Context: an optimization exercise on an open-source flow, tuned for small area, a short achievable clock period and few clock cycles. The choices shown serve that exercise and are no tape-out recipe. Function was checked by simulation only, so behaviour that the tests miss may differ from the original. Power and IR drop assume default switching activity.

==> flow/design.v <==
`timescale 1ns / 1ps
`timescale 1ns / 1ps
 `timescale 1ns / 1ps
module ALU(
    input [3:0] ALUOp,
	 input isvari,
    input [31:0] A,
    input [31:0] B,
	 input [31:0] Instr,
    output reg [31:0] ALUout
    );
	 wire [4:0] s;
	 assign s = isvari ? A[4:0] : Instr[10:6];
	 always@(*) begin
	     case(ALUOp)
		      4'b0000  : ALUout = A + B;
				4'b0001  : ALUout = A - B;
				4'b0010   : ALUout = A | B;
				4'b0011  : ALUout = A & B;
				4'b0100  : ALUout = A ^ B;
				4'b0101  : ALUout = ~(A | B);
				4'b0110  : ALUout = ($signed(A) < $signed(B))? 32'b1 : 32'b0;
				4'b0111 : ALUout = (A < B)? 32'b1 : 32'b0;
				4'b1000  : ALUout = B << s;
				4'b1001  : ALUout = B >> s;
				4'b1010  : ALUout = $signed(B) >>> s;
				default:  ALUout= 32'b0;
		  endcase
	 end
endmodule
`timescale 1ns / 1ps
module CMP(
    input [31:0] A,
    input [31:0] B,
    output zero,
	 output isge,
	 output isgreat
    );
	 assign zero = (A==B)? 1'b1 : 1'b0;
	 assign isge = ($signed(A) >= $signed(0))? 1'b1 : 1'b0;
	 assign isgreat = ($signed(A) > $signed(0))? 1'b1 : 1'b0;
endmodule
`timescale 1ns / 1ps
 `timescale 1ns / 1ps
module ControllerD(
    input [5:0] op,
    input [5:0] funct,
	 input [31:0] Instr_D,
	 input zero,
	 input isge,
	 input isgreat,
    output [1:0] EXTOp,
    output [2:0] NPCOp,
	 output [1:0] M1Sel,
    output [1:0] Tuse_rs,
    output [1:0] Tuse_rt,
	 output isjump,
	 output ismuldiv
    );
	 wire add,addu,sub,subu,andr,orr,xorr,norr,slt,sltu;
	 wire sll,srl,sra,sllv,srlv,srav;
	 wire addi,addiu,andi,ori,xori,lui,slti,sltiu;
	 wire lb,lbu,lh,lhu,lw;
	 wire sb,sh,sw;
	 wire beq,bne,blez,bgtz,bltz,bgez;
	 wire j,jal,jalr,jr;
	 wire mfhi,mflo,mthi,mtlo;
	 wire mult,multu,div,divu;
	 assign add  = (op==6'b000000)&&(funct==6'b100000),
	        addu = (op==6'b000000)&&(funct==6'b100001),
			  sub  = (op==6'b000000)&&(funct==6'b100010),
			  subu = (op==6'b000000)&&(funct==6'b100011),
			  andr = (op==6'b000000)&&(funct==6'b100100),
			  orr  = (op==6'b000000)&&(funct==6'b100101),
			  xorr = (op==6'b000000)&&(funct==6'b100110),
			  norr = (op==6'b000000)&&(funct==6'b100111),
			  slt  = (op==6'b000000)&&(funct==6'b101010),
			  sltu = (op==6'b000000)&&(funct==6'b101011);
	 assign sll  = (op==6'b000000)&&(funct==6'b000000),
	        srl  = (op==6'b000000)&&(funct==6'b000010),
			  sra  = (op==6'b000000)&&(funct==6'b000011),
			  sllv = (op==6'b000000)&&(funct==6'b000100),
			  srlv = (op==6'b000000)&&(funct==6'b000110),
			  srav = (op==6'b000000)&&(funct==6'b000111);
	 assign addi = (op==6'b001000),
	        addiu = (op==6'b001001),
			  andi = (op==6'b001100),
			  ori  = (op==6'b001101),
			  xori = (op==6'b001110),
			  lui  = (op==6'b001111),
			  slti = (op==6'b001010),
			  sltiu = (op==6'b001011);
	 assign lb  = (op==6'b100000),
	        lbu = (op==6'b100100),
	        lh  = (op==6'b100001),
			  lhu = (op==6'b100101),
			  lw  = (op==6'b100011);
	 assign sw  = (op==6'b101011),
           sb  = (op==6'b101000),
           sh  = (op==6'b101001);   
    assign beq  = (op==6'b000100),
           bne  = (op==6'b000101),
			  blez = (op==6'b000110),
			  bgtz = (op==6'b000111),
			  bltz = (op==6'b000001)&&(Instr_D[20:16]==5'b0),
			  bgez = (op==6'b000001)&&(Instr_D[20:16]==5'b1);
	 assign j    = (op==6'b000010),
	        jal  = (op==6'b000011),
	        jr   = (op==6'b000000)&&(funct==6'b001000),
	        jalr = (op==6'b000000)&&(funct==6'b001001);  
	 assign mfhi = (op==6'b000000)&&(funct==6'b010000),
	        mflo = (op==6'b000000)&&(funct==6'b010010),
			  mthi = (op==6'b000000)&&(funct==6'b010001),
			  mtlo = (op==6'b000000)&&(funct==6'b010011);
	 assign mult  = (op==6'b000000)&&(funct==6'b011000),
	        multu = (op==6'b000000)&&(funct==6'b011001),
			  div   = (op==6'b000000)&&(funct==6'b011010),
			  divu  = (op==6'b000000)&&(funct==6'b011011);
    wire cal_r,cal_i,shif,shifv,load,store,branch,jump,md;
    assign cal_r = add || addu || sub || subu || andr || orr || xorr || norr || slt || sltu;
	 assign shif = sll || srl || sra; 
	 assign shifv = sllv || srlv || srav;
	 assign cal_i = addi || addiu || andi || ori || xori || lui || slti || sltiu;
	 assign load = lb || lbu || lh || lhu || lw;
	 assign store = sw || sb || sh;
	 assign branch = beq || bne || blez || bgtz || bltz || bgez;
	 assign jump = j || jal || jalr || jr;
	 assign md = mult || multu || div || divu;
    assign EXTOp = (andi || ori || xori) ? 2'b01 : 
                   lui ? 2'b10 :
						 2'b00; 
    assign NPCOp = branch ? 3'b001 : 
                   (j || jal) ? 3'b010 : 
                   (jalr || jr) ? 3'b011 : 
                   3'b000;
    assign M1Sel = (cal_r || shif || shifv || jalr || mfhi || mflo) ? 2'b01 : 
                   jal ? 2'b10 : 
                   (cal_i || load)? 2'b00 : 
                   2'b11;
	 assign Tuse_rs = (branch || jr || jalr)? 2'b00 : 
	                  (cal_r || shifv || cal_i || load || store || md || mthi || mtlo) ? 2'b01 : 
	                  2'b11;
	 assign Tuse_rt = (branch)? 2'b00 : 
	                  (cal_r || shif || shifv || md)? 2'b01 : 
	                  (store)? 2'b10 : 
							2'b11;
	 wire notequal,less,lessequal;
	 assign notequal = !zero;
	 assign less     = !isge;
	 assign lessequal = !isgreat;
	 assign isjump = (beq && zero) || (bne && notequal)|| (bgez && isge) ||
	                 (bgtz && isgreat) || (blez && lessequal) || (bltz && less) || 
						  j || jal || jr || jalr;
	 assign ismuldiv = mult || multu || div || divu || mfhi || mflo || mthi || mtlo;
endmodule
`timescale 1ns / 1ps
 `timescale 1ns / 1ps
module ControllerE(
    input [5:0] op,
    input [5:0] funct,
	 input [31:0] Instr_E,
	 output isjal,
	 output isvari,
	 output [1:0] ismd,
    output [3:0] ALUOp,
    output M3Sel,
	 output [2:0] MDop,
	 output [1:0] Tnew_E,
	 output [4:0] E_RFDst
    );
	 wire add,addu,sub,subu,andr,orr,xorr,norr,slt,sltu;
	 wire sll,srl,sra,sllv,srlv,srav;
	 wire addi,addiu,andi,ori,xori,lui,slti,sltiu;
	 wire lb,lbu,lh,lhu,lw;
	 wire sb,sh,sw;
	 wire beq,bne,blez,bgtz,bltz,bgez;
	 wire j,jal,jalr,jr;
	 wire mfhi,mflo,mthi,mtlo;
	 wire mult,multu,div,divu;
	 assign add  = (op==6'b000000)&&(funct==6'b100000),
	        addu = (op==6'b000000)&&(funct==6'b100001),
			  sub  = (op==6'b000000)&&(funct==6'b100010),
			  subu = (op==6'b000000)&&(funct==6'b100011),
			  andr = (op==6'b000000)&&(funct==6'b100100),
			  orr  = (op==6'b000000)&&(funct==6'b100101),
			  xorr = (op==6'b000000)&&(funct==6'b100110),
			  norr = (op==6'b000000)&&(funct==6'b100111),
			  slt  = (op==6'b000000)&&(funct==6'b101010),
			  sltu = (op==6'b000000)&&(funct==6'b101011);
	 assign sll  = (op==6'b000000)&&(funct==6'b000000),
	        srl  = (op==6'b000000)&&(funct==6'b000010),
			  sra  = (op==6'b000000)&&(funct==6'b000011),
			  sllv = (op==6'b000000)&&(funct==6'b000100),
			  srlv = (op==6'b000000)&&(funct==6'b000110),
			  srav = (op==6'b000000)&&(funct==6'b000111);
	 assign addi = (op==6'b001000),
	        addiu = (op==6'b001001),
			  andi = (op==6'b001100),
			  ori  = (op==6'b001101),
			  xori = (op==6'b001110),
			  lui  = (op==6'b001111),
			  slti = (op==6'b001010),
			  sltiu = (op==6'b001011);
	 assign lb  = (op==6'b100000),
	        lbu = (op==6'b100100),
	        lh  = (op==6'b100001),
			  lhu = (op==6'b100101),
			  lw  = (op==6'b100011);
	 assign sw  = (op==6'b101011),
           sb  = (op==6'b101000),
           sh  = (op==6'b101001);   
    assign beq  = (op==6'b000100),
           bne  = (op==6'b000101),
			  blez = (op==6'b000110),
			  bgtz = (op==6'b000111),
			  bltz = (op==6'b000001)&&(Instr_E[20:16]==5'b0),
			  bgez = (op==6'b000001)&&(Instr_E[20:16]==5'b1);
	 assign j    = (op==6'b000010),
	        jal  = (op==6'b000011),
	        jr   = (op==6'b000000)&&(funct==6'b001000),
	        jalr = (op==6'b000000)&&(funct==6'b001001);  
	 assign mfhi = (op==6'b000000)&&(funct==6'b010000),
	        mflo = (op==6'b000000)&&(funct==6'b010010),
			  mthi = (op==6'b000000)&&(funct==6'b010001),
			  mtlo = (op==6'b000000)&&(funct==6'b010011);
	 assign mult  = (op==6'b000000)&&(funct==6'b011000),
	        multu = (op==6'b000000)&&(funct==6'b011001),
			  div   = (op==6'b000000)&&(funct==6'b011010),
			  divu  = (op==6'b000000)&&(funct==6'b011011);
    wire cal_r,cal_i,shif,shifv,load,store,branch,jump,md;
    assign cal_r = add || addu || sub || subu || andr || orr || xorr || norr || slt || sltu;
	 assign shif = sll || srl || sra;
	 assign shifv = sllv || srlv || srav;
	 assign cal_i = addi || addiu || andi || ori || xori || lui || slti || sltiu;
	 assign load = lb || lbu || lh || lhu || lw;
	 assign store = sw || sb || sh;
	 assign branch = beq || bne || blez || bgtz || bltz || bgez;
	 assign jump = j || jal || jalr || jr;
    assign md = mult || multu || div || divu;
	 assign M3Sel = (cal_i || load || store)? 1'b1 : 1'b0;
    assign ALUOp = (sub || subu) ?  4'b0001 : 
	                (orr || ori) ?   4'b0010 : 
						 (andr || andi)?  4'b0011 : 
						 (xorr || xori)?  4'b0100 :
						 (norr)        ?  4'b0101 :
						 (slt || slti) ?  4'b0110 :
						 (sltu || sltiu)? 4'b0111 :
						 (sll || sllv)  ? 4'b1000 :
						 (srl || srlv)  ? 4'b1001 :
						 (sra || srav)  ? 4'b1010 :
						 4'b0000;
    assign MDop = mthi  ? 3'b001 : 
	               mtlo  ? 3'b010 :
						mult  ? 3'b011 :
						multu ? 3'b100 :
						div   ? 3'b101 :
						divu  ? 3'b110 : 
						3'b000;
	 assign isjal = jal || jalr;
	 assign isvari = sllv || srlv || srav; 
	 assign ismd = mfhi ? 2'b01 : 
	               mflo ? 2'b10 :
						2'b00;
	 assign E_RFDst = (cal_r || shif || shifv || jalr || mfhi || mflo) ? Instr_E[15:11] : 
                   jal ? 31 : 
                   (cal_i || load)? Instr_E[20:16] : 5'b0; 
    assign Tnew_E = (cal_r || shif || shifv || cal_i || jal || jalr || mfhi || mflo)? 2'b01 : 
                     load ? 2'b10 : 
                     2'b00;							
endmodule
`timescale 1ns / 1ps
 `timescale 1ns / 1ps
module ControllerM(
    input [5:0] op,
	 input [5:0] funct,
	 input [31:0] Instr_M,
	 output [4:0] M_RFDst,
	 output DMWr,
	 output [1:0] STOp,
	 output [1:0] Tnew_M
    );
	 wire add,addu,sub,subu,andr,orr,xorr,norr,slt,sltu;
	 wire sll,srl,sra,sllv,srlv,srav;
	 wire addi,addiu,andi,ori,xori,lui,slti,sltiu;
	 wire lb,lbu,lh,lhu,lw;
	 wire sb,sh,sw;
	 wire beq,bne,blez,bgtz,bltz,bgez;
	 wire j,jal,jalr,jr;
	 wire mfhi,mflo,mthi,mtlo;
	 wire mult,multu,div,divu;
	 assign add  = (op==6'b000000)&&(funct==6'b100000),
	        addu = (op==6'b000000)&&(funct==6'b100001),
			  sub  = (op==6'b000000)&&(funct==6'b100010),
			  subu = (op==6'b000000)&&(funct==6'b100011),
			  andr = (op==6'b000000)&&(funct==6'b100100),
			  orr  = (op==6'b000000)&&(funct==6'b100101),
			  xorr = (op==6'b000000)&&(funct==6'b100110),
			  norr = (op==6'b000000)&&(funct==6'b100111),
			  slt  = (op==6'b000000)&&(funct==6'b101010),
			  sltu = (op==6'b000000)&&(funct==6'b101011);
	 assign sll  = (op==6'b000000)&&(funct==6'b000000),
	        srl  = (op==6'b000000)&&(funct==6'b000010),
			  sra  = (op==6'b000000)&&(funct==6'b000011),
			  sllv = (op==6'b000000)&&(funct==6'b000100),
			  srlv = (op==6'b000000)&&(funct==6'b000110),
			  srav = (op==6'b000000)&&(funct==6'b000111);
	 assign addi = (op==6'b001000),
	        addiu = (op==6'b001001),
			  andi = (op==6'b001100),
			  ori  = (op==6'b001101),
			  xori = (op==6'b001110),
			  lui  = (op==6'b001111),
			  slti = (op==6'b001010),
			  sltiu = (op==6'b001011);
	 assign lb  = (op==6'b100000),
	        lbu = (op==6'b100100),
	        lh  = (op==6'b100001),
			  lhu = (op==6'b100101),
			  lw  = (op==6'b100011);
	 assign sw  = (op==6'b101011),
           sb  = (op==6'b101000),
           sh  = (op==6'b101001);   
    assign beq  = (op==6'b000100),
           bne  = (op==6'b000101),
			  blez = (op==6'b000110),
			  bgtz = (op==6'b000111),
			  bltz = (op==6'b000001)&&(Instr_M[20:16]==5'b0),
			  bgez = (op==6'b000001)&&(Instr_M[20:16]==5'b1);
	 assign j    = (op==6'b000010),
	        jal  = (op==6'b000011),
	        jr   = (op==6'b000000)&&(funct==6'b001000),
	        jalr = (op==6'b000000)&&(funct==6'b001001);  
	 assign mfhi = (op==6'b000000)&&(funct==6'b010000),
	        mflo = (op==6'b000000)&&(funct==6'b010010),
			  mthi = (op==6'b000000)&&(funct==6'b010001),
			  mtlo = (op==6'b000000)&&(funct==6'b010011);
	 assign mult  = (op==6'b000000)&&(funct==6'b011000),
	        multu = (op==6'b000000)&&(funct==6'b011001),
			  div   = (op==6'b000000)&&(funct==6'b011010),
			  divu  = (op==6'b000000)&&(funct==6'b011011);
    wire cal_r,shif,shifv,cal_i,load,store,branch,jump,md;
    assign cal_r = add || addu || sub || subu || andr || orr || xorr || norr || slt || sltu;
	 assign shif = sll || srl || sra;
	 assign shifv = sllv || srlv || srav;
	 assign cal_i = addi || addiu || andi || ori || xori || lui || slti || sltiu;
	 assign load = lb || lbu || lh || lhu || lw;
	 assign store = sw || sb || sh;
	 assign branch = beq || bne || blez || bgtz || bltz || bgez;
	 assign jump = j || jal || jalr || jr;
	 assign md = mult || multu || div || divu;
	 assign DMWr = store;
	 assign STOp = sw ? 2'b00 : 
	               sh ? 2'b01 :
						sb ? 2'b10 : 2'b11;
	 assign M_RFDst = (cal_r || shif || shifv || jalr || mfhi || mflo) ? Instr_M[15:11] : 
                   jal ? 31 : 
                   (cal_i || load)? Instr_M[20:16] : 5'b0;
	 assign Tnew_M = load ? 2'b01 : 2'b00;
endmodule
`timescale 1ns / 1ps
 `timescale 1ns / 1ps
module ControllerW(
    input [5:0] op,
    input [5:0] funct,
	 input [31:0] Instr_W,
	 output [4:0] W_RFDst,
    output RFWr,
	 output [1:0] M2Sel,
	 output [2:0] LDOp
    );
	 wire add,addu,sub,subu,andr,orr,xorr,norr,slt,sltu;
	 wire sll,srl,sra,sllv,srlv,srav;
	 wire addi,addiu,andi,ori,xori,lui,slti,sltiu;
	 wire lb,lbu,lh,lhu,lw;
	 wire sb,sh,sw;
	 wire beq,bne,blez,bgtz,bltz,bgez;
	 wire j,jal,jalr,jr;
	 wire mfhi,mflo,mthi,mtlo;
	 wire mult,multu,div,divu;
	 assign add  = (op==6'b000000)&&(funct==6'b100000),
	        addu = (op==6'b000000)&&(funct==6'b100001),
			  sub  = (op==6'b000000)&&(funct==6'b100010),
			  subu = (op==6'b000000)&&(funct==6'b100011),
			  andr = (op==6'b000000)&&(funct==6'b100100),
			  orr  = (op==6'b000000)&&(funct==6'b100101),
			  xorr = (op==6'b000000)&&(funct==6'b100110),
			  norr = (op==6'b000000)&&(funct==6'b100111),
			  slt  = (op==6'b000000)&&(funct==6'b101010),
			  sltu = (op==6'b000000)&&(funct==6'b101011);
	 assign sll  = (op==6'b000000)&&(funct==6'b000000),
	        srl  = (op==6'b000000)&&(funct==6'b000010),
			  sra  = (op==6'b000000)&&(funct==6'b000011),
			  sllv = (op==6'b000000)&&(funct==6'b000100),
			  srlv = (op==6'b000000)&&(funct==6'b000110),
			  srav = (op==6'b000000)&&(funct==6'b000111);
	 assign addi = (op==6'b001000),
	        addiu = (op==6'b001001),
			  andi = (op==6'b001100),
			  ori  = (op==6'b001101),
			  xori = (op==6'b001110),
			  lui  = (op==6'b001111),
			  slti = (op==6'b001010),
			  sltiu = (op==6'b001011);
	 assign lb  = (op==6'b100000),
	        lbu = (op==6'b100100),
	        lh  = (op==6'b100001),
			  lhu = (op==6'b100101),
			  lw  = (op==6'b100011);
	 assign sw  = (op==6'b101011),
           sb  = (op==6'b101000),
           sh  = (op==6'b101001);   
    assign beq  = (op==6'b000100),
           bne  = (op==6'b000101),
			  blez = (op==6'b000110),
			  bgtz = (op==6'b000111),
			  bltz = (op==6'b000001)&&(Instr_W[20:16]==5'b0),
			  bgez = (op==6'b000001)&&(Instr_W[20:16]==5'b1);
	 assign j    = (op==6'b000010),
	        jal  = (op==6'b000011),
	        jr   = (op==6'b000000)&&(funct==6'b001000),
	        jalr = (op==6'b000000)&&(funct==6'b001001);  
	 assign mfhi = (op==6'b000000)&&(funct==6'b010000),
	        mflo = (op==6'b000000)&&(funct==6'b010010),
			  mthi = (op==6'b000000)&&(funct==6'b010001),
			  mtlo = (op==6'b000000)&&(funct==6'b010011);
	 assign mult  = (op==6'b000000)&&(funct==6'b011000),
	        multu = (op==6'b000000)&&(funct==6'b011001),
			  div   = (op==6'b000000)&&(funct==6'b011010),
			  divu  = (op==6'b000000)&&(funct==6'b011011);
    wire cal_r,cal_i,shif,shifv,load,store,branch,jump,md;
    assign cal_r = add || addu || sub || subu || andr || orr || xorr || norr || slt || sltu;
	 assign shif = sll || srl || sra;
	 assign shifv = sllv || srlv || srav;
	 assign cal_i = addi || addiu || andi || ori || xori || lui || slti || sltiu;
	 assign load = lb || lbu || lh || lhu || lw;
	 assign store = sw || sb || sh;
	 assign branch = beq || bne || blez || bgtz || bltz || bgez;
	 assign jump = j || jal || jalr || jr;
	 assign md = mult || multu || div || divu;
	 assign RFWr = cal_r || shif || shifv || cal_i || load || (jal || jalr) || mfhi || mflo;
	 assign M2Sel = (cal_r || shif || shifv || cal_i || mfhi || mflo) ? 2'b00 :
	               (load)? 2'b01 : 
						(jal || jalr) ? 2'b10 : 
						2'b00;
	 assign LDOp = lw ? 3'b000 : 
	               lb ? 3'b001 : 
						lbu ? 3'b010 : 
						lh ? 3'b011 :
						lhu ? 3'b100 : 3'b101;
	 assign W_RFDst = (cal_r || shif || shifv || jalr || mfhi || mflo) ? Instr_W[15:11] : 
                   jal ? 31 : 
                   (cal_i || load)? Instr_W[20:16] : 5'b0;
endmodule
`timescale 1ns / 1ps
module Dreg(
    input Clk,
    input Reset,
    input DregEn,
    input [31:0] Instr_F,
    input [31:0] PC_F,
	 input [31:0] PC4F,
    output reg [31:0] Instr_D,
    output reg [31:0] PC_D,
	 output reg [31:0] PC4D
    );
	 always@(posedge Clk) begin
	     if(Reset) begin
		      Instr_D <= 32'b0;
				PC_D <= 32'b0;
				PC4D <= 32'b0;
		  end
		  else if(DregEn) begin
		      Instr_D <= Instr_F;
				PC_D <= PC_F;
				PC4D <= PC4F;
		  end
	 end
endmodule
`timescale 1ns / 1ps
module EXT(
    input [1:0] EXTOp,
    input [15:0] imm,
    output reg [31:0] EXTout
    );
	 parameter sign   = 2'b00,  
	           unsign = 2'b01,  
				  lui    = 2'b10;  
	always@(*) begin
	     case(EXTOp)
		      sign   : EXTout = {{16{imm[15]}},imm[15:0]};
				unsign : EXTout = {16'b0,imm[15:0]};
				lui    : EXTout = {imm[15:0],16'b0};
				default: EXTout = 32'b0;
		  endcase
	 end
endmodule
`timescale 1ns / 1ps
module Ereg(
    input Clk,
    input Reset,
    input EClr,
    input [31:0] Instr_D,
	 input [31:0] PC_D,
	 input [4:0] A3D,
    input [31:0] EXToutD,
	 input [31:0] RD1D,
    input [31:0] RD2D,
    output reg [31:0] Instr_E,
	 output reg [31:0] PC_E,
	 output reg [4:0] A3E,
    output reg [31:0] RD1E,
    output reg [31:0] RD2E,
    output reg [31:0] EXToutE
    );
	 always@(posedge Clk) begin
	     if(Reset || EClr) begin
		      Instr_E <= 32'b0;
				RD1E    <= 32'b0;
				RD2E    <= 32'b0;
				A3E     <= 5'b0;
				EXToutE <= 32'b0;
				PC_E    <= 32'b0;
		  end
		  else begin
		      Instr_E <= Instr_D;
				RD1E    <= RD1D;
				RD2E    <= RD2D;
				A3E     <= A3D;
				EXToutE <= EXToutD;
				PC_E    <= PC_D;
		  end
	 end
endmodule
`timescale 1ns / 1ps
module ForwardUnit(
    input [4:0] D_rs_addr,
    input [4:0] D_rt_addr,
    input [4:0] E_rs_addr,
    input [4:0] E_rt_addr,
    input [4:0] M_rt_addr,
    input [4:0] M_RFDst,
	 input [4:0] W_RFDst,
	 input [31:0] D_rs,
	 input [31:0] D_rt,
	 input [31:0] E_rs,
	 input [31:0] E_rt,
	 input [31:0] M_rt,
    input [31:0] WDM,
	 input [31:0] WDW,
    output [31:0] FWD_D1,
    output [31:0] FWD_D2,
    output [31:0] FWD_E1,
    output [31:0] FWD_E2,
    output [31:0] FWD_M
    );
	 assign FWD_D1 = (D_rs_addr==5'b0)? 0 : 
                    (D_rs_addr==M_RFDst)? WDM : 
						  D_rs;
	 assign FWD_D2 = (D_rt_addr==5'b0)? 0 : 
	                 (D_rt_addr==M_RFDst)? WDM :
						  D_rt;
	 assign FWD_E1 = (E_rs_addr==5'b0)? 0 :
	                 (E_rs_addr==M_RFDst)? WDM :
						  (E_rs_addr==W_RFDst)? WDW :
						  E_rs;
	 assign FWD_E2 = (E_rt_addr==5'b0)? 0 :
	                 (E_rt_addr==M_RFDst)? WDM :
						  (E_rt_addr==W_RFDst)? WDW :
						  E_rt;
	 assign FWD_M = (M_rt_addr==5'b0)? 0 :
	                (M_rt_addr==W_RFDst)? WDW : 
						 M_rt;
endmodule
`timescale 1ns / 1ps
module GRF(
    input Clk,
    input Reset,
    input RFWr,
    input [4:0] A1,
    input [4:0] A2,
    input [4:0] A3,
    input [31:0] WData,
    input [31:0] WPC,
    output [31:0] RD1,
    output [31:0] RD2
    );
	 reg [31:0] GRFreg [0:31];
	 integer i;
	 always@(posedge Clk) begin
	     if(Reset) begin
		      for(i = 0; i <= 31; i = i + 1)
				GRFreg[i] <= 32'b0;
		  end
		  else if(RFWr && (A3!=5'b0)) begin
		      GRFreg[A3] <= WData;
		  end
	 end
	 assign RD1 = (A3==A1&&A3!=0&&RFWr)? WData : GRFreg[A1];
	 assign RD2 = (A3==A2&&A3!=0&&RFWr)? WData : GRFreg[A2];
endmodule
`timescale 1ns / 1ps
module Load(
    input [31:0] DMreadW,
	 input [31:0] addr,
    input [2:0] LDOp,
    output reg [31:0] LoadData
    );
	 always@(*) begin
	     case(LDOp)
		      3'b000 : LoadData = DMreadW;   
				3'b001 : begin  
				    case(addr[1:0])
					     2'b00 : LoadData = {{24{DMreadW[7]}},DMreadW[7:0]};
						  2'b01 : LoadData = {{24{DMreadW[15]}},DMreadW[15:8]};
						  2'b10 : LoadData = {{24{DMreadW[23]}},DMreadW[23:16]};
						  2'b11 : LoadData = {{24{DMreadW[31]}},DMreadW[31:24]};
					 endcase
				end
				3'b010 : begin  
				    case(addr[1:0])
					     2'b00 : LoadData = {24'b0,DMreadW[7:0]};
						  2'b01 : LoadData = {24'b0,DMreadW[15:8]};
						  2'b10 : LoadData = {24'b0,DMreadW[23:16]};
						  2'b11 : LoadData = {24'b0,DMreadW[31:24]};
					 endcase
				end
				3'b011 : begin  
				    case(addr[1:0])
					     2'b00 : LoadData = {{16{DMreadW[15]}},DMreadW[15:0]};
						  2'b10 : LoadData = {{16{DMreadW[31]}},DMreadW[31:16]};
						  default : LoadData = DMreadW;
					 endcase
				end
				3'b100 : begin  
				    case(addr[1:0])
					     2'b00 : LoadData = {16'b0,DMreadW[15:0]};
						  2'b10 : LoadData = {16'b0,DMreadW[31:16]};
						  default : LoadData = DMreadW;
					 endcase
				end
				default : LoadData = DMreadW;
		  endcase
	 end
endmodule
`timescale 1ns / 1ps
module MD_Unit(
    input Clk,
	 input Reset,
    input [31:0] D1,
    input [31:0] D2,
    input [2:0] MDop,
	 output start,
	 output reg busy,
    output [31:0] HIE,
    output [31:0] LOE
    );
	 reg [2:0] state;
	 reg [5:0] cnt;
	 reg [31:0] HI,LO;
    reg [31:0] VHI,VLO;
	 reg [31:0] DVS;
	 reg neg_q,neg_r,dz;
	 parameter IDLE = 3'b000,MUL = 3'b001,DIV = 3'b010;
    parameter mthi = 3'b001,mtlo = 3'b010,
	           mult = 3'b011,multu = 3'b100,
				  div = 3'b101,divu = 3'b110;
	 wire [32:0] trial = {VHI,VLO[31]} - {1'b0,DVS};
	 always@(posedge Clk) begin
	     if(Reset) begin
		      HI  <= 32'b0;
				LO  <= 32'b0;
				VHI <= 32'b0;
				VLO <= 32'b0;
				DVS <= 32'b0;
				neg_q <= 1'b0;
				neg_r <= 1'b0;
				dz <= 1'b0;
				state <= IDLE;
				busy  <= 1'b0;
				cnt <= 6'b0;
		  end
		  else begin
		      case(state)
				    IDLE : begin
					     case(MDop)
						      mthi : begin
								    HI <= D1;
									 busy  <= 1'b0;
									 cnt   <= 4'b0;
								end
								mtlo : begin
								    LO <= D1;
									 busy  <= 1'b0;
									 cnt   <= 4'b0;
								end
								mult : begin   
								    state <= MUL;
									 busy <= 1'b1;
									 cnt  <= 6'b1;
									 {VHI,VLO} <= $signed(D1) * $signed(D2);
								end
								multu : begin
								    state <= MUL;
									 busy <= 1'b1;
									 cnt  <= 6'b1;
									 {VHI,VLO} <= D1 * D2;
								end
								div : begin
								    state <= DIV;
									 busy <= 1'b1;
									 cnt  <= 6'b1;
									 VHI   <= 32'b0;
									 VLO   <= D1[31] ? -D1 : D1;
									 DVS   <= D2[31] ? -D2 : D2;
									 neg_q <= D1[31] ^ D2[31];
									 neg_r <= D1[31];
									 dz    <= (D2 == 32'b0);
								end
								divu : begin
								    state <= DIV;
									 busy <= 1'b1;
									 cnt  <= 6'b1;
									 VHI   <= 32'b0;
									 VLO   <= D1;
									 DVS   <= D2;
									 neg_q <= 1'b0;
									 neg_r <= 1'b0;
									 dz    <= (D2 == 32'b0);
								end
						  endcase
					 end
					 MUL : begin
					     if(cnt==5) begin
								HI <= VHI;
								LO <= VLO;
								cnt <= 6'b0;
								busy <= 1'b0;
								state <= IDLE;
						  end
						  else begin
						      cnt <= cnt + 6'b1;
						  end
					 end
					 DIV : begin
					     if(cnt==33) begin
						      HI <= neg_r ? -VHI : VHI;
								LO <= dz ? 32'hffff_ffff : neg_q ? -VLO : VLO;
								cnt <= 6'b0;
								busy <= 1'b0;
								state <= IDLE;
						  end
						  else begin
						      cnt <= cnt + 6'b1;
						      if(trial[32]) begin
						          VHI <= {VHI[30:0],VLO[31]};
						          VLO <= {VLO[30:0],1'b0};
						      end
						      else begin
						          VHI <= trial[31:0];
						          VLO <= {VLO[30:0],1'b1};
						      end
						  end
					 end
				endcase
		  end
	 end
	 assign start = (MDop==3'b011) || (MDop==3'b100) || (MDop==3'b101) || (MDop==3'b110);
	 assign HIE = HI;
	 assign LOE = LO;
endmodule
`timescale 1ns / 1ps
module MUX1(
    input [4:0] rt,
    input [4:0] rd,
    input [1:0] M1Sel,
    output [4:0] M1out
    );
	 assign M1out = (M1Sel==2'b00)? rt :
	                (M1Sel==2'b01)? rd :
						 (M1Sel==2'b10)? 31 :
						                    5'b00000; 
endmodule
`timescale 1ns / 1ps
module MUX2(
    input [31:0] ALUout,
    input [31:0] DMread,
    input [31:0] PCeg,
    input [1:0] M2Sel,
    output [31:0] M2out
    );
	 assign M2out = (M2Sel==2'b00)? ALUout : 
	                (M2Sel==2'b01)? DMread :
						 (M2Sel==2'b10)? PCeg   :
						                        32'b0;
endmodule
`timescale 1ns / 1ps
module MUX3(
    input [31:0] grf,
    input [31:0] EXTout,
    input M3Sel,
    output [31:0] M3out
    );
	 assign M3out = (M3Sel==1)? EXTout : grf;
endmodule
`timescale 1ns / 1ps
module Mreg(
    input Clk,
    input Reset,
    input [31:0] Instr_E,
    input [4:0] A3E,
    input [31:0] PC_E,
	 input [31:0] ALUoutE,
	 input [31:0] RD2E,
    output reg [31:0] Instr_M,
    output reg [4:0] A3M,
    output reg [31:0] PC_M,
    output reg [31:0] ALUoutM,
	 output reg [31:0] RD2M
    );
	 always@(posedge Clk) begin
	     if(Reset) begin
		      Instr_M <= 32'b0;
				A3M     <= 5'b0;
				PC_M    <= 32'b0;
				ALUoutM <= 32'b0;
				RD2M    <= 32'b0;
		  end
		  else begin
		      Instr_M <= Instr_E;
				A3M     <= A3E;
				PC_M    <= PC_E;
				ALUoutM <= ALUoutE;
				RD2M    <= RD2E;		   
		  end
	 end
endmodule
`timescale 1ns / 1ps
module NPC(
    input [31:0] PC,
    input [2:0] NPCOp,
    input [31:0] Instr,
    input [31:0] RA,
    output reg [31:0] NPC
    );
	 parameter PC_4 = 3'b000,
	           Branch  = 3'b001,
				  JJAL  = 3'b010,
				  JR   = 3'b011;
	 always@(*) begin
	     case(NPCOp)
		      PC_4 : NPC = PC + 4;
				Branch  : NPC = PC + {{14{Instr[15]}},Instr[15:0],2'b00};
				JJAL : NPC = {PC[31:28],Instr[25:0],2'b00};
				JR   : NPC = RA;
				default : NPC = PC + 4;	      
		  endcase
	 end
endmodule
`timescale 1ns / 1ps
module PC(
    input Clk,
    input Reset,
    input [31:0] NPC,
    input PCEn,
    output reg [31:0] PC
    );
	 always@(posedge Clk) begin
	     if (Reset) begin
		      PC <= 32'h0000_3000;
		  end
		  else if(PCEn) begin
		      PC <= NPC;
		  end
	 end
endmodule
`timescale 1ns / 1ps
module PartD(
    input Clk,
    input Reset,
	 input RFWr,
    input [31:0] Instr_D,
    input [31:0] PC_D,
	 input [31:0] PC4D,
    input [31:0] FWD_D1,
    input [31:0] FWD_D2,
	 input [31:0] PC_W,
    input [4:0] A3W,
    input [31:0] WData,
	 output [31:0] Instr_D2E,
	 output [31:0] PC_D2E,
	 output [4:0] A3D2E,
    output [31:0] EXToutD,
    output [31:0] RD1D,
    output [31:0] RD2D,	 
	 output [31:0] NPC,
	 output [4:0] D_rs_addr,
	 output [4:0] D_rt_addr,
	 output [1:0] Tuse_rs,
	 output [1:0] Tuse_rt,
	 output isjump,
	 output ismuldiv
    );
	 assign D_rs_addr = Instr_D[25:21];
	 assign D_rt_addr = Instr_D[20:16];
	 wire [1:0] EXTOp;
	 wire [2:0] NPCOp;
	 wire [1:0] M1Sel;
	 wire zero;
	 wire isge;
	 wire isgreat;
	 ControllerD CtrlD_instance(
	 .op(Instr_D[31:26]),
	 .funct(Instr_D[5:0]),
	 .Instr_D(Instr_D),
	 .zero(zero),
	 .isge(isge),
	 .isgreat(isgreat),
	 .EXTOp(EXTOp),
	 .NPCOp(NPCOp),
	 .M1Sel(M1Sel),
	 .Tuse_rs(Tuse_rs),
	 .Tuse_rt(Tuse_rt),
	 .isjump(isjump),
	 .ismuldiv(ismuldiv)
	 );
	 CMP CMP_instance(
	 .A(FWD_D1),
	 .B(FWD_D2),
	 .zero(zero),
	 .isge(isge),
	 .isgreat(isgreat)
	 );
	 wire [4:0] A1,A2;
	 assign A1 = Instr_D[25:21];
	 assign A2 = Instr_D[20:16];
	 assign Instr_D2E = Instr_D;
	 assign PC_D2E = PC_D;
	 MUX1 MUX1_instance(
	 .rt(Instr_D[20:16]),
	 .rd(Instr_D[15:11]),
	 .M1Sel(M1Sel),
	 .M1out(A3D2E)
	 );
    GRF GRF_instance(
	 .Clk(Clk),
	 .Reset(Reset),
	 .RFWr(RFWr),
	 .A1(A1),
	 .A2(A2),
	 .A3(A3W),
	 .WData(WData),
	 .WPC(PC_W),
	 .RD1(RD1D),
	 .RD2(RD2D)
	 );
	 EXT EXT_instance(
	 .EXTOp(EXTOp),
	 .imm(Instr_D[15:0]),
	 .EXTout(EXToutD)
	 );
	 NPC NPC_instance(
	 .PC(PC4D),
	 .NPCOp(NPCOp),
	 .Instr(Instr_D),
	 .RA(FWD_D1),
	 .NPC(NPC)
	 );
endmodule
`timescale 1ns / 1ps
module PartE(
    input Clk,
	 input Reset,
    input [31:0] Instr_E,
    input [31:0] PC_E,
    input [4:0] A3E,
    input [31:0] EXToutE,
	 input [31:0] FWD_E1,
	 input [31:0] FWD_E2,
	 output [4:0] E_rs_addr,
	 output [4:0] E_rt_addr,
	 output [4:0] E_RFDst,
	 output [1:0] Tnew_E,
	 output start,
	 output busy,
    output [31:0] ALUoutE,
    output [31:0] RD2E2M,
    output [31:0] Instr_E2M,
    output [31:0] PC_E2M,
    output [4:0] A3E2M
    );
	 assign E_rs_addr = Instr_E[25:21];
	 assign E_rt_addr = Instr_E[20:16];
	 wire [3:0] ALUOp;
	 wire M3Sel;
	 wire isjal;
	 wire isvari;
	 wire [2:0] MDop;
	 wire [1:0] ismd;
	 wire [4:0] E_Dst;
	 assign E_RFDst = A3E;
	 ControllerE CtrlE_instance(
	 .op(Instr_E[31:26]),
	 .funct(Instr_E[5:0]),
	 .Instr_E(Instr_E),
	 .isjal(isjal),
	 .isvari(isvari),
	 .ismd(ismd),
	 .ALUOp(ALUOp),
	 .M3Sel(M3Sel),
	 .MDop(MDop),
	 .Tnew_E(Tnew_E),
	 .E_RFDst(E_Dst)
	 );
	 wire [31:0] M3out;
	 MUX3 MUX3instance(
	 .grf(FWD_E2),
	 .EXTout(EXToutE),
	 .M3Sel(M3Sel),
	 .M3out(M3out)
	 );
	 wire [31:0] ALUout;
	 ALU ALUinstance(
	 .ALUOp(ALUOp),
	 .isvari(isvari),
	 .A(FWD_E1),
	 .B(M3out),
	 .Instr(Instr_E),
	 .ALUout(ALUout)
	 );
	 wire [31:0] HIE,LOE;
	 MD_Unit MD_instance(
	 .Clk(Clk),
	 .Reset(Reset),
	 .D1(FWD_E1),
	 .D2(FWD_E2),
	 .MDop(MDop),
	 .start(start),
	 .busy(busy),
	 .HIE(HIE),
	 .LOE(LOE)
	 );
    assign RD2E2M = FWD_E2;
	 assign Instr_E2M = Instr_E;
	 assign PC_E2M = PC_E;
	 assign A3E2M = A3E;
	 assign ALUoutE = isjal ? (PC_E + 8) : 
	                  (ismd==2'b01)? HIE : 
							(ismd==2'b10)? LOE :
							ALUout;
endmodule
`timescale 1ns / 1ps
module PartM(
    input Clk,
    input Reset,
    input [31:0] Instr_M,
    input [31:0] PC_M,
    input [4:0] A3M,
    input [31:0] ALUoutM,
    input [31:0] RD2M,
    input [31:0] FWD_M,
	 input [31:0] m_data_rdata,
	 output [31:0] m_data_addr,
	 output reg [31:0] m_data_wdata,
	 output reg [3:0] m_data_byteen,
	 output [31:0] m_inst_addr,
	 output [4:0] M_rt_addr,
	 output [4:0] M_RFDst,
	 output [1:0] Tnew_M,
    output [31:0] Instr_M2W,
    output [31:0] PC_M2W,
    output [4:0] A3M2W,
    output [31:0] DMread,
    output [31:0] ALUoutM2W
    );
	 assign M_rt_addr = Instr_M[20:16];
	 wire DMWr;
	 wire [1:0] STOp;
	 wire [4:0] M_Dst;
	 assign M_RFDst = A3M;
	 ControllerM CtrlM_instance(
	 .op(Instr_M[31:26]),
	 .funct(Instr_M[5:0]),
	 .Instr_M(Instr_M),
	 .M_RFDst(M_Dst),
	 .DMWr(DMWr),
	 .STOp(STOp),
	 .Tnew_M(Tnew_M)
	 );
	 assign m_data_addr = ALUoutM;
	 assign m_inst_addr = PC_M;
	 assign DMread = m_data_rdata;
	 always@(*) begin
	     m_data_byteen = 4'b0000;
	     m_data_wdata = FWD_M;
	     if(DMWr) begin
	         case(STOp)
	             2'b01 : begin   
	                 m_data_byteen = ALUoutM[1] ? 4'b1100 : 4'b0011;
	                 m_data_wdata = {FWD_M[15:0],FWD_M[15:0]};
	             end
	             2'b10 : begin   
	                 m_data_byteen = 4'b0001 << ALUoutM[1:0];
	                 m_data_wdata = {FWD_M[7:0],FWD_M[7:0],FWD_M[7:0],FWD_M[7:0]};
	             end
	             default : begin   
	                 m_data_byteen = 4'b1111;
	                 m_data_wdata = FWD_M;
	             end
	         endcase
	     end
	 end
	 assign Instr_M2W = Instr_M;
	 assign PC_M2W = PC_M;
	 assign A3M2W = A3M;
	 assign ALUoutM2W = ALUoutM;
endmodule
`timescale 1ns / 1ps
module PartW(
    input [31:0] Instr_W,
    input [31:0] PC_W,
    input [4:0] A3W,
    input [31:0] ALUoutW,
    input [31:0] DMread,
	 output [4:0] W_RFDst,
	 output RFWr,
    output [31:0] WData,
    output [4:0] A3W2D,
    output [31:0] PC_W2D
    );
	 wire [1:0] M2Sel;
	 wire [2:0] LDOp;
	 wire [4:0] W_Dst;
	 assign W_RFDst = A3W;
	 ControllerW CtrlW_instance(
	 .op(Instr_W[31:26]),
	 .funct(Instr_W[5:0]),
	 .Instr_W(Instr_W),
	 .W_RFDst(W_Dst),
	 .RFWr(RFWr),
	 .M2Sel(M2Sel),
	 .LDOp(LDOp)
	 );
	 wire [31:0] LoadData;
	 Load Load_instance(
	 .DMreadW(DMread),
	 .addr(ALUoutW),
	 .LDOp(LDOp),
	 .LoadData(LoadData)
	 );
	 wire [31:0] PCeg;
	 assign PCeg = PC_W + 8;
	 MUX2 MUX2_instance(
	 .ALUout(ALUoutW),
	 .DMread(LoadData),
	 .PCeg(PCeg),
	 .M2Sel(M2Sel),
	 .M2out(WData)
	 );
	 assign PC_W2D = PC_W;
	 assign A3W2D = A3W;
endmodule
`timescale 1ns / 1ps
module Stall(
    input [1:0] Tuse_rs,
    input [1:0] Tuse_rt,
    input [1:0] Tnew_E,
    input [1:0] Tnew_M,
    input [4:0] D_rs_addr,
    input [4:0] D_rt_addr,
	 input [4:0] E_RFDst,
    input [4:0] M_RFDst,
	 input start,
	 input busy,
	 input ismuldiv,
    output stall
    );
	 wire stall_rs_e,stall_rs_m;
	 wire stall_rt_e,stall_rt_m;
	 wire stall_rs,stall_rt;
	 wire stall_md;
	 assign stall_rs_e = (Tuse_rs < Tnew_E) && (D_rs_addr!=0 && D_rs_addr==E_RFDst);
	 assign stall_rs_m = (Tuse_rs < Tnew_M) && (D_rs_addr!=0 && D_rs_addr==M_RFDst);
	 assign stall_rt_e = (Tuse_rt < Tnew_E) && (D_rt_addr!=0 && D_rt_addr==E_RFDst);
	 assign stall_rt_m = (Tuse_rt < Tnew_M) && (D_rt_addr!=0 && D_rt_addr==M_RFDst);
    assign stall_rs = stall_rs_e || stall_rs_m;
	 assign stall_rt = stall_rt_e || stall_rt_m;
	 assign stall_md = ismuldiv && (start | busy);
	 assign stall = stall_rs || stall_rt || stall_md;
endmodule
`timescale 1ns / 1ps
module Wreg(
    input Clk,
    input Reset,
    input [31:0] Instr_M,
    input [4:0] A3M,
    input [31:0] PC_M,
    input [31:0] DMreadM,
	 input [31:0] ALUoutM,
    output reg [31:0] Instr_W,
    output reg [4:0] A3W,
    output reg [31:0] PC_W,
    output reg [31:0] ALUoutW,
	 output reg [31:0] DMreadW
    );
	 always@(posedge Clk) begin
	     if(Reset) begin
		      Instr_W <= 32'b0;
				A3W     <= 5'b0;
				PC_W    <= 32'b0;
				ALUoutW <= 32'b0;
				DMreadW <= 32'b0;
		  end
		  else begin
		      Instr_W <= Instr_M;
				A3W     <= A3M;		
				PC_W    <= PC_M;
				ALUoutW <= ALUoutM;
				DMreadW <= DMreadM;
		  end
	 end
endmodule
`timescale 1ns / 1ps
module mips(
    input wire clk,
    input wire reset,
    input wire [31:0] i_inst_rdata,
    output wire [31:0] i_inst_addr,
    input wire [31:0] m_data_rdata,
    output wire [31:0] m_data_addr,
    output wire [31:0] m_data_wdata,
    output wire [3:0] m_data_byteen,
    output wire [31:0] m_inst_addr,
    output wire w_grf_we,
    output wire [4:0] w_grf_addr,
    output wire [31:0] w_grf_wdata,
    output wire [31:0] w_inst_addr
    );
	 wire PCEn,DregEn,EClr;
	 wire [31:0] RD1D2E,RD2D2E;
	 wire [31:0] RD1E,RD2E;
	 wire [31:0] RD2M;
	 wire [31:0] ALUoutM;
	 wire RFWr;
	 wire [31:0] WData;
	 wire [4:0] A3W2D;
	 wire [31:0] PC_W2D;
	 wire [31:0] PC,Instr_F;
	 wire [31:0] PCin,Npcout;
	 wire [31:0] PC4F;
	 wire isjump;
	 assign PCin = isjump? Npcout : (PC+4);
	 assign PC4F = PC + 4;
	 PC PCinstance(
	 .Clk(clk),
	 .Reset(reset),
	 .NPC(PCin),
	 .PCEn(PCEn),
	 .PC(PC)
	 );
	 assign i_inst_addr = PC;
	 assign Instr_F = i_inst_rdata;
	 wire [4:0] D_rs_addr,D_rt_addr;
	 wire [4:0] E_rs_addr,E_rt_addr;
    wire [4:0] M_rt_addr;
	 wire [4:0] E_RFDst;
    wire [4:0] M_RFDst;
	 wire [4:0] W_RFDst;
	 wire [31:0] FWD_D1,FWD_D2;
	 wire [31:0] FWD_E1,FWD_E2;
	 wire [31:0] FWD_M;
	 ForwardUnit FWDinstance(
	 .D_rs_addr(D_rs_addr),
	 .D_rt_addr(D_rt_addr),
	 .E_rs_addr(E_rs_addr),
	 .E_rt_addr(E_rt_addr),
	 .M_rt_addr(M_rt_addr),
	 .M_RFDst(M_RFDst),
	 .W_RFDst(W_RFDst),
	 .D_rs(RD1D2E),
	 .D_rt(RD2D2E),
	 .E_rs(RD1E),
	 .E_rt(RD2E),
	 .M_rt(RD2M),
	 .WDM(ALUoutM),
	 .WDW(WData),
	 .FWD_D1(FWD_D1),
	 .FWD_D2(FWD_D2),
	 .FWD_E1(FWD_E1),
	 .FWD_E2(FWD_E2),
	 .FWD_M(FWD_M)
	 );
	 wire [1:0] Tuse_rs,Tuse_rt;
	 wire [1:0] Tnew_E;
	 wire [1:0] Tnew_M;
	 wire stall;
	 wire start,busy;
	 wire ismuldiv;
	 Stall stall_Unit(
	 .Tuse_rs(Tuse_rs),
	 .Tuse_rt(Tuse_rt),
	 .Tnew_E(Tnew_E),
	 .Tnew_M(Tnew_M),
	 .D_rs_addr(D_rs_addr),
	 .D_rt_addr(D_rt_addr),
	 .E_RFDst(E_RFDst),
	 .M_RFDst(M_RFDst),
	 .start(start),
	 .busy(busy),
	 .ismuldiv(ismuldiv),
	 .stall(stall)
	 );
	 assign PCEn = ~stall;
	 assign DregEn = ~stall;
	 assign EClr = stall;
	 wire [31:0] Instr_D,PC_D;
	 wire [31:0] PC4D;
	 Dreg Dreg_instance(
	 .Clk(clk),
	 .Reset(reset),
	 .DregEn(DregEn),  
	 .Instr_F(Instr_F),
	 .PC_F(PC),
	 .PC4F(PC4F),
	 .Instr_D(Instr_D),
	 .PC_D(PC_D),
	 .PC4D(PC4D)
	 );
	 wire [31:0] Instr_D2E;
	 wire [31:0] PC_D2E;
	 wire [4:0] A3D2E; 	 
	 wire [31:0] EXToutD2E;
	 PartD PartD_instance(
	 .Clk(clk),
	 .Reset(reset),
	 .RFWr(RFWr),   
	 .Instr_D(Instr_D),
	 .PC_D(PC_D),
	 .PC4D(PC4D),
	 .FWD_D1(FWD_D1),   
	 .FWD_D2(FWD_D2),   
	 .PC_W(PC_W2D),
	 .A3W(A3W2D),
	 .WData(WData),
	 .Instr_D2E(Instr_D2E),
	 .PC_D2E(PC_D2E),
	 .A3D2E(A3D2E),
	 .EXToutD(EXToutD2E),
	 .RD1D(RD1D2E),
	 .RD2D(RD2D2E),
	 .NPC(Npcout),
	 .D_rs_addr(D_rs_addr),
	 .D_rt_addr(D_rt_addr),
	 .Tuse_rs(Tuse_rs),
	 .Tuse_rt(Tuse_rt),
	 .isjump(isjump),
	 .ismuldiv(ismuldiv)
	 );
	 wire [31:0] Instr_E,PC_E;
	 wire [4:0] A3E;
	 wire [31:0] EXToutE;
	 Ereg Ereg_instance(
	 .Clk(clk),
	 .Reset(reset),
	 .EClr(EClr),   
	 .Instr_D(Instr_D2E),
	 .PC_D(PC_D2E),
	 .A3D(A3D2E),
	 .EXToutD(EXToutD2E),
	 .RD1D(FWD_D1),
	 .RD2D(FWD_D2),
	 .Instr_E(Instr_E),
	 .PC_E(PC_E),
	 .A3E(A3E), 
	 .RD1E(RD1E),
	 .RD2E(RD2E), 
	 .EXToutE(EXToutE)	 	 
	 );
	 wire [31:0] ALUoutE2M;
	 wire [31:0] Instr_E2M,PC_E2M;
	 wire [4:0] A3E2M;
	 wire [31:0] RD2E2M;
	 PartE PartE_instance(
	 .Clk(clk),
	 .Reset(reset),
	 .Instr_E(Instr_E),
	 .PC_E(PC_E),
	 .A3E(A3E),
	 .EXToutE(EXToutE),
	 .FWD_E1(FWD_E1),  
	 .FWD_E2(FWD_E2),  
	 .E_rs_addr(E_rs_addr),
	 .E_rt_addr(E_rt_addr),
	 .E_RFDst(E_RFDst),
	 .Tnew_E(Tnew_E),   
	 .start(start),
	 .busy(busy),
	 .ALUoutE(ALUoutE2M),
	 .RD2E2M(RD2E2M),
	 .Instr_E2M(Instr_E2M),
	 .PC_E2M(PC_E2M),
	 .A3E2M(A3E2M)
	 );
	 wire [31:0] Instr_M,PC_M;
	 wire [4:0] A3M;
	 Mreg Mreg_instance(
	 .Clk(clk),
	 .Reset(reset),
	 .Instr_E(Instr_E2M),
	 .A3E(A3E2M),
	 .PC_E(PC_E2M),
	 .ALUoutE(ALUoutE2M),
	 .RD2E(RD2E2M),
	 .Instr_M(Instr_M),
	 .A3M(A3M),
	 .PC_M(PC_M),
	 .ALUoutM(ALUoutM),
	 .RD2M(RD2M)
	 );
	 wire [31:0] Instr_M2W,PC_M2W;
	 wire [4:0] A3M2W;
	 wire [31:0] ALUoutM2W;
	 wire [31:0] DMreadM2W;
	 PartM PartM_instance(
	 .Clk(clk),
	 .Reset(reset),
	 .Instr_M(Instr_M),
	 .PC_M(PC_M),
	 .A3M(A3M),
	 .ALUoutM(ALUoutM),
	 .RD2M(RD2M),
	 .FWD_M(FWD_M),  
	 .m_data_rdata(m_data_rdata),
	 .m_data_addr(m_data_addr),
	 .m_data_wdata(m_data_wdata),
	 .m_data_byteen(m_data_byteen),
	 .m_inst_addr(m_inst_addr),
	 .M_rt_addr(M_rt_addr),
	 .M_RFDst(M_RFDst),
	 .Tnew_M(Tnew_M),
	 .Instr_M2W(Instr_M2W),
	 .PC_M2W(PC_M2W),
	 .A3M2W(A3M2W),
	 .DMread(DMreadM2W),
	 .ALUoutM2W(ALUoutM2W)
	 );
	 wire [31:0] Instr_W,PC_W;
	 wire [4:0] A3W;
	 wire [31:0] ALUoutW,DMreadW;
	 Wreg Wreg_instance(
	 .Clk(clk),
	 .Reset(reset),
	 .Instr_M(Instr_M2W),
	 .A3M(A3M2W),
	 .PC_M(PC_M2W),
	 .ALUoutM(ALUoutM2W),
	 .DMreadM(DMreadM2W),
	 .Instr_W(Instr_W),	 
	 .A3W(A3W),
	 .PC_W(PC_W),
	 .ALUoutW(ALUoutW),
	 .DMreadW(DMreadW)
	 );
	 PartW PartW_instance(
	 .Instr_W(Instr_W),
	 .PC_W(PC_W),
	 .A3W(A3W),
	 .ALUoutW(ALUoutW),
	 .DMread(DMreadW),
	 .W_RFDst(W_RFDst),
	 .RFWr(RFWr),
	 .WData(WData),
	 .A3W2D(A3W2D),
	 .PC_W2D(PC_W2D)
	 );
	 assign w_grf_we = RFWr;
	 assign w_grf_addr = A3W2D;
	 assign w_grf_wdata = WData;
	 assign w_inst_addr = PC_W2D;
endmodule
==> flow/run.sh <==
#!/bin/bash
# synth_recipe.tcl (not shown) runs the flow's synth.tcl, then flattens the netlist and writes it again
# the make line also repeats each setting of config.mk as NAME=value (left out here)
make -C /OpenROAD-flow-scripts/flow DESIGN_CONFIG=/design/flow/config.mk WORK_HOME=/design/flow/orfs CLKGATE_MAP_FILE= SYNTH_SCRIPT=/design/flow/synth_recipe.tcl finish
==> flow/config.mk <==
export PLATFORM = sky130hd
export DESIGN_NAME = mips
export DESIGN_NICKNAME = mips
export VERILOG_FILES = /design/flow/design.v
export SDC_FILE = /design/flow/constraint.sdc
export NUM_CORES = 4
export LEC_CHECK = 0
export CAP_MARGIN = 20
export CORE_MARGIN = 2
export CORE_UTILIZATION = 40
export SLEW_MARGIN = 20
==> flow/constraint.sdc <==
create_clock -name core_clock -period 15.0 [get_ports {clk}]
set_input_delay 3.0000 -clock core_clock [delete_from_list [all_inputs] [get_ports {clk}]]
set_output_delay 3.0000 -clock core_clock [all_outputs]
set_load 0.01 [all_outputs]
==> summary.md <==
| Metric | Value |
|---|---|
| Die Ht | `619 um` |
| ANT nets after route | `0` |
| Pwr Density | `208 nW/um^2` |
| Setup_tns | `0 ns` |
| Worst Hold Class | `reg -> reg` |
| Synth-to-Final Area Change | `10.1%` |
| Post-route cell area | `167,000 sq um` |
| CTS buffer count | `around 180` |
| CP peak stage delay | `1.09 ns` |
| Pin count of the biggest net entering global routing | `just over 200` |
| Biggest area consumer among synthesized cells | `edfxtp_1` |
| Max clock buf depth | `4` |
| Yosys warns | `12` |
| Vias in the first global route | `128,000` |
| Worst EP required | `15.73 ns` |
| FILL cells | `36,200` |
| Placed inst area | `~160,000 sq um` |
| GRT Total Usage | `36.6%` |
| Post-CTS Resized | `0` |
| Crit. Startpoint | `Wreg_instance.Instr_W[26]` |
| Fmax | `69.0 MHz` |
| Dpl hpwl | `516 mm` |
| Clk_skew | `between 0.08 and 0.09 ns` |
| RR Startpoint | `Wreg_instance.Instr_W[26]` |
| R2R cell count | `34` |
| Reg2reg setup slack | `between 0.5 and 0.6 ns` |
| GRT busiest layer | `met2` |
| Total power | `34,700 uW` |
| Rows | `225` |
| Reg with most FFs | `PartD_instance.GRF_instance.GRFreg` |
| Port-buffer cells | `267` |
| GR Util met3 | `between 10% and 20%` |
| Routed via count | `132,000` |
| Syn Area/Cell | `9.46 sq um` |
| Worst setup margin | `0.518 ns` |
| Pre-Repair DR Iteration Count | `8` |
| Crit Path Class | `reg -> reg` |
| I/O pin count | `268` |
| GRT met1 Usage | `44.8%` |
| Grt met2 use | `between 50 and 60%` |
| Cells after Synth | `approximately 16,000` |
| Proportion of layout cells with a drive suffix above 1 | `9.59%` |
| Die footprint | `384,000 sq um` |
| RSZ-0062 raised after global routing | `false` |
| Post-synth top flop | `edfxtp_1` |
| CP Max Fanout | `18` |
| Pins over their slew limit | `0` |
| Initial Utilization | `40.2%` |
| Crit path arrival time | `15.21 ns` |
| Sequential area share after synthesis | `29.5%` |
| CTS Hold Bufs | `0` |
| Core ar. | `376,000 sq um` |
| Most used cell, CP | `fa_1` |
| Number of flops mapped to enable cells by yosys | `between 1,000 and 1,500` |
| Max cap viols | `0` |
| CP endpoint | `PartE_instance.MD_instance.VHI[30]` |
| Clock-pin slew on the worst setup and hold paths | `0.06 ns` |
| GR Overflow Total | `0` |
| First-pass GRT wire length | `about 990 mm` |
| Async S/R FF share, synth | `0%` |
| Skew-Pair Late Insertion Delay | `around 0.9 ns` |
| Die width | `619 um` |
| Post-DR wirelength/cell | `roughly 34 um` |
| Status | `timing/DRC/antenna clean` |
| Crit end category | `flip-flop` |
| Final hold vios | `0` |
| Synth Register Bits | `1,723` |
| Worst hold margin | `between 0.4 and 0.5 ns` |
| Worst Setup Start Kind | `flip-flop` |
| Final setup viols | `0` |
| Yosys cell types | `~110` |
| Actual slew at the worst max-slew pin | `1.37 ns` |
| Number of H-tree levels | `4` |
| Initial antenna violation count | `63` |
| Clock Root Buffer | `clkbuf_16` |
| GP Congestion | `1.05` |
| # DRC | `0` |
| Most frequent cells in the layout | `nor2_1, inv_1, fa_1` |
| Commonest non-fill, non-tap cell in the layout | `nor2_1` |
| Synth Cell Area | `151,000 sq um` |
| Final Routed Wirelength | `711 mm` |
| CP max stage cell | `clkinv_1` |
| Via-to-Cell Ratio | `6.30` |
| Final nets | `18,000` |
| Largest register FFs | `1,024` |
| Yosys top cell area share | `20.3%` |
| Worst slack, placed | `about 1.1 ns` |
| Max VDD drop | `0.892 mV` |
| Postcts setup bufs | `0` |
| Iteration-0 DRC Markers | `18,700` |
| Capturing point of the worst reg2reg path | `PartE_instance.MD_instance.VHI[30]` |
| Relative slew slack | `8.37%` |
| Top post-synthesis cells by area | `edfxtp_1, fa_1, dfxtp_1` |
| Static Leak | `0.0686 uW` |
| Final worst-path cycle share | `96.5%` |
| Post-layout min period | `about 14 ns` |
| Clk sinks | `1,723` |
| CTS tree | `yes` |
[critical path: cells and delay by family (launching register included)]
| family | cells | cell delay, ns |
|---|---|---|
| AOI/OAI and AO/OA | 15 | 5.33 |
| adders and majority gates | 9 | 4.44 |
| and+or+nand+nor | 6 | 2.72 |
| buffers and inverters | 3 | 1.20 |
| DFF | 1 | 0.52 |
| xor gates and xnor gates | 1 | 0.10 |
[synth_stat cells (88+ instances only)]
cell type and number:
clkbuf_1 886, mux2i_1 392, nand2b_1 88, a211oi_1 165, buf_1 133, nor3_1 193
inv_1 1787, xor2_1 148, ha_1 595, nor2b_1 232, dfxtp_1 699, buf_2 111
nor2_1 2383, a21oi_1 718, fa_1 1444, and3_1 126, a221oi_1 91, edfxtp_1 1024
a22oi_1 91, nand3_1 218, o211ai_1 135, mux4_2 425, o22ai_1 133, a21o_1 168
nand2_1 1481, o21ai_0 519, xnor2_1 265
[worst min path at each step]
stage | cells after the start | from | to | slack, ns
after floorplan | 1 | Mreg_instance.Instr_M[0] | Wreg_instance.Instr_W[0] | 0.41
after global placement | 2 | PartE_instance.MD_instance.LO[26] | PartE_instance.MD_instance.LO[26] | 0.44
after detailed placement | 2 | Dreg_instance.PC_D[8] | Dreg_instance.PC_D[8] | 0.44
after CTS | 2 | Dreg_instance.PC_D[8] | Dreg_instance.PC_D[8] | 0.45
after global routing | 2 | Dreg_instance.PC_D[8] | Dreg_instance.PC_D[8] | 0.47
final | 2 | Dreg_instance.PC_D[5] | Dreg_instance.PC_D[5] | 0.45
[cell type report]
class                           count  area [sq um]  area share, %
Sequential cell                  1723         44800           26.8
Tap cell                         4994          6250           3.75
Timing Repair Buffer              766          6530           3.91
Multi-Input combinational cell  11400         96400           57.8
Antenna cell                       42           105         0.0630
Clock inverter                     86           912          0.547
Clock buffer                      236          5030           3.01
Inverter                         1811          6800           4.08
[per-stage QoR]
stage	std cells	utilization [%]
after CTS	21000	44.3
after detailed placement	20700	42.7
after global placement	20700	42.7
final	21000	44.3
after floorplan	16000	-
after global routing	21000	44.3
[metal layers]
layer  vias up  wire, um
li1      54300         -
met1     66300    251000
met2      9465    294000
met3      2325     93800
met4        28     72300
met5         -       392
[where the power goes]
part / internal, uW / switching [uW] / total [uW] / leakage (uW)
registers: 5360 / 557 / 5920 / 0.0162
clock network: 2650 / 2070 / 4730 / 0.00291
logic: 8280 / 15700 / 24000 / 0.0494
total: 16300 / 18400 / 34700 / 0.0686
[cells by family (layout without fill, tap and decap cells)]
logic type / count (synthesis) / count (layout) / synth area share (%)
AND/OR/NAND/NOR: 5140 / 5140 / 14.7
buffers and inverters: 2956 / 2899 / 7.46
AO/OA/AOI/OAI: 2881 / 2881 / 12.7
adder cells (fa/ha/maj): 2039 / 2039 / 24.0
flip-flops: 1723 / 1723 / 29.5
multiplexers: 861 / 861 / 9.24
XOR/XNOR: 413 / 413 / 2.39
other: 1 / 74 / 0.00248
Testbench counts, summed over its fixed seeds: cycles 81,048.

what the ideal ports hide:
In the flow no input, the clock included, has a driving cell. The finished layout below was timed again as built, in two steps.
Step 1, drivers: a clkbuf_16 drives clk and a buf_2 each remaining input, both assumed.
Step 2, shift: input delay + t, output delay - t, t = (earliest + latest rising clock arrival at the registers) / 2. This alone moves slack from input paths to output paths.
a / b / c = ideal / step 1 / step 2; a / b = the first two.
t (ns): 0.956
setup WS [ns]: 0.518 / 0.518 / 0.518
hold slack, ns: 0.452 / 0.452 / 0.452
pins driven straight from the clock port: 1
After both steps setup and hold are still met in this run. The setup slack of this run moves by 0.000 ns with the drivers and by 0.000 ns with both steps.
